From an optimization exercise on the open Yosys and OpenROAD flow, aimed at small area and a short achievable clock period; shortcuts taken in it are not production practice.
RTL that was checked went through simulation tests only; none was proved equivalent to the original.

==> module fp_mul, before the edit <==
module fp_mul(
    input clk,
    input rst,
    input [31:0] a_s,
    input [31:0] b_s,
    output reg [31:0] c_out,
    output reg overflow
);
    localparam M = 12;    
    reg [4:0] cnt;
    reg  st, dn;                
    wire start = st;
    wire done  = dn;
    wire eadd  = (cnt != 5'd0) && (cnt <= 5'd8);
    reg [22:0] A;         
    reg [22:0] B;         
    reg [23:0] P;         
    reg        k;         
    reg        q24, q23;  
    reg [7:0]  X;         
    reg [7:0]  Y;         
    reg        cy;        
    reg        Z;         
    reg        sx, sr;    
    wire [23:0] pp = B[0] ? {1'b1, A} : 24'd0;
    wire [M-1:0] lo  = {1'b0, P[M-2:0]} + {1'b0, pp[M-2:0]};
    wire         s1  = P[M-1] ^ pp[M-1] ^ k;
    wire         c1  = (P[M-1] & pp[M-1]) | (P[M-1] & k) | (pp[M-1] & k);
    wire         sm  = s1 ^ lo[M-1];
    wire         c2  = s1 & lo[M-1];
    wire [24-M:0] hi = {1'b0, P[23:M]} + {1'b0, pp[23:M]} + {{(24-M){1'b0}}, c1};
    wire [24:0]  U   = {hi, sm, lo[M-2:0]};
    wire es = X[0] ^ Y[0] ^ (cy & eadd);
    wire ec = (X[0] & Y[0]) | (X[0] & cy) | (Y[0] & cy);
    always @(posedge clk) begin
        if (start) begin
            A  <= a_s[22:0];
            B  <= {1'b1, b_s[22:1]};
            X  <= a_s[30:23];
            Y  <= b_s[30:23];
            cy <= 1'b1;
            sx <= a_s[31];
            sr <= a_s[31] ^ b_s[31];
            P  <= b_s[0] ? {1'b0, 1'b1, a_s[22:1]} : 24'd0;
            k  <= 1'b0;
        end else begin
            B  <= {1'b0, B[22:1]};
            X  <= {es, X[7:1]};
            Y  <= {1'b0, Y[7:1]};
            if (eadd) cy <= ec;
            P  <= U[24:1];
            k  <= c2;
        end
        q24 <= U[0];
        q23 <= q24;
        if (cnt == 5'd1) Z <= (X == 8'd0) || (Y == 8'd0);
    end
    wire        p47 = P[22];
    wire [7:0]  e   = {~X[7], X[6:0]};
    wire        e8  = ~(cy ^ X[7]);
    wire        of  = e8 | (p47 & (&e));
    wire        zr  = Z | rst;
    wire        n1  = ~zr & p47;
    wire        n0  = ~zr & ~p47;
    wire [7:0]  eo  = (e & {8{~zr}}) + {7'd0, n1};
    wire [22:0] fr  = ({23{n1}} & {P[21:0], q24}) | ({23{n0}} & {P[20:0], q24, q23});
    always @(posedge clk) begin
        if (rst || done)
            cnt <= 5'd0;
        else
            cnt <= cnt + 5'd1;
        st <= rst | done;
        dn <= ~rst & (cnt == 5'd24);
        if (rst || done) begin
            c_out[31]    <= ~rst & (Z ? sx : sr);
            c_out[30:23] <= eo;
            c_out[22:0]  <= fr;
            overflow     <= ~rst & of;
        end
    end
endmodule
Settings: LEC_CHECK=0, CAP_MARGIN=20, CORE_MARGIN=2, CORE_UTILIZATION=40, SETUP_SLACK_MARGIN=2.1, SLEW_MARGIN=20; clock period 4.0 ns.
standard.sh (not shown) runs the stock make flow with config.mk's settings and CLKGATE_MAP_FILE= SYNTH_SCRIPT=/design/flow/synth_recipe.tcl, a recipe that flattens the netlist after the stock synthesis.
==> flow/flow/run.sh <==
#!/bin/bash
# Standard layout (the standard.sh), with these changes:
#  - port buffers made of sky130_fd_sc_hd__buf_1 cells instead of the default pick;
#  - clock tree leaves of clkbuf_8 under a clkbuf_16 root, no dummy loads;
#  - no mapping of adders to full/half-adder cells (abc maps them);
#  - abc maps the logic with flow/abc.script (no abc-level buffering or sizing;
#    the resizer does that after placement). Everything else in ORFS's scripts
#    folder is used unchanged, from a copy.
set -euo pipefail
cp -r "$FLOW_HOME/scripts" scripts_mod
cp flow/abc.script scripts_mod/abc_speed.script
export SCRIPTS_DIR="$PWD/scripts_mod"
export BUFFER_PORTS_ARGS="-buffer_cell sky130_fd_sc_hd__buf_1"
export CTS_ARGS="-sink_clustering_enable -repair_clock_nets -buf_list sky130_fd_sc_hd__clkbuf_8 -root_buf sky130_fd_sc_hd__clkbuf_16 -dont_use_dummy_load"
bash standard.sh ADDER_MAP_FILE= finish > standard_make.log 2>&1
==> flow/flow/abc.script <==
strash
dch
map -B 0.9
topo
stime -c
buffer -c
upsize -c
dnsize -c
==> next run, changes <==
--- a/flow/design.v
+++ b/flow/design.v
@@ -12,4 +12,5 @@
     wire start = st;
     wire done  = dn;
+    wire fin   = done | rst;
     wire eadd  = (cnt != 5'd0) && (cnt <= 5'd8);
     reg [22:0] A;         
@@ -17,5 +18,5 @@
     reg [23:0] P;         
     reg        k;         
-    reg        q24, q23;  
+    reg        p23;       
     reg [7:0]  X;         
     reg [7:0]  Y;         
@@ -36,5 +37,5 @@
         if (start) begin
             A  <= a_s[22:0];
-            B  <= {1'b1, b_s[22:1]};
+            B  <= b_s[22:0];
             X  <= a_s[30:23];
             Y  <= b_s[30:23];
@@ -42,35 +43,44 @@
             sx <= a_s[31];
             sr <= a_s[31] ^ b_s[31];
-            P  <= b_s[0] ? {1'b0, 1'b1, a_s[22:1]} : 24'd0;
-            k  <= 1'b0;
         end else begin
-            B  <= {1'b0, B[22:1]};
+            B  <= {1'b1, B[22:1]};
             X  <= {es, X[7:1]};
             Y  <= {1'b0, Y[7:1]};
             if (eadd) cy <= ec;
-            P  <= U[24:1];
-            k  <= c2;
         end
-        q24 <= U[0];
-        q23 <= q24;
+        P   <= start ? 24'd0 : U[24:1];
+        k   <= ~start & c2;
+        p23 <= U[0];
         if (cnt == 5'd1) Z <= (X == 8'd0) || (Y == 8'd0);
     end
-    wire        p47 = P[22];
+    wire [24-M:0] pre;
+    genvar gi;
+    generate
+        for (gi = 0; gi <= 24 - M; gi = gi + 1) begin : pf
+            if (gi == 0) begin : z
+                assign pre[gi] = 1'b1;
+            end else begin : n
+                assign pre[gi] = &P[M-2+gi:M-1];
+            end
+        end
+    endgenerate
+    wire [23:0] PT = {P[23:M-1] ^ ({(25-M){k}} & pre), P[M-2:0]};
+    wire        zr  = Z | rst;
+    wire        p47 = PT[23];
+    wire        n1  = ~zr & p47;
+    wire        n0  = ~zr & ~p47;
     wire [7:0]  e   = {~X[7], X[6:0]};
     wire        e8  = ~(cy ^ X[7]);
+    wire [7:0]  eo  = (e & {8{~zr}}) + {7'd0, n1};
     wire        of  = e8 | (p47 & (&e));
-    wire        zr  = Z | rst;
-    wire        n1  = ~zr & p47;
-    wire        n0  = ~zr & ~p47;
-    wire [7:0]  eo  = (e & {8{~zr}}) + {7'd0, n1};
-    wire [22:0] fr  = ({23{n1}} & {P[21:0], q24}) | ({23{n0}} & {P[20:0], q24, q23});
+    wire [22:0] fr  = ({23{n1}} & PT[22:0]) | ({23{n0}} & {PT[21:0], p23});
     always @(posedge clk) begin
-        if (rst || done)
+        if (fin)
             cnt <= 5'd0;
         else
             cnt <= cnt + 5'd1;
-        st <= rst | done;
+        st <= fin;
         dn <= ~rst & (cnt == 5'd24);
-        if (rst || done) begin
+        if (fin) begin
             c_out[31]    <= ~rst & (Z ? sx : sr);
             c_out[30:23] <= eo;
Result: Routed wire length went down by 1.4%; worst setup slack gets worse by 0.079 ns; final cell count hardly moves; design area went up by 1.4%; clock skew is about the same; synthesized area went down by 1.2%; maximum frequency went down by about 4.3%; count of clock-buffer cells in the layout is unchanged; core utilization went up by 0.83 points.
For the second run of this note, only the layout was checked, not whether the RTL still works.

[what the ideal ports hide]
The flow's constraints put no driver on any port. The routed layouts listed below were extracted and timed again, unchanged, in two steps.
Step 1 assumes that a clkbuf_16 drives the clock port and a buf_2 every other input.
Step 2 moves the port delays by t, midway between the first and last clock arrival at a register: inputs arrive t later, outputs are due t later. That takes back most of the time a late clock gives input paths.
Slacks: no drivers / after step 1 / after step 2; pairs: no drivers / after step 1.
| run | t (ns) | slack for setup (ns) | hold WS [ns] | latest minus earliest clock arrival (ns) | worst data-port slew with drivers (ns) |
|---|---|---|---|---|---|
| the first run | 0.400 | 2.228 / 2.214 / 1.893 | 0.356 / 0.356 / 0.356 | 0.025 / 0.024 | 0.05 |
| the second run | 0.395 | 2.149 / 2.149 / 1.879 | 0.416 / 0.416 / 0.416 | 0.030 / 0.030 | 0.04 |
After both steps every run listed still meets setup and hold. The setup slack of the first run, which loses most, moves by -0.014 ns with the drivers and by -0.335 ns with both steps.
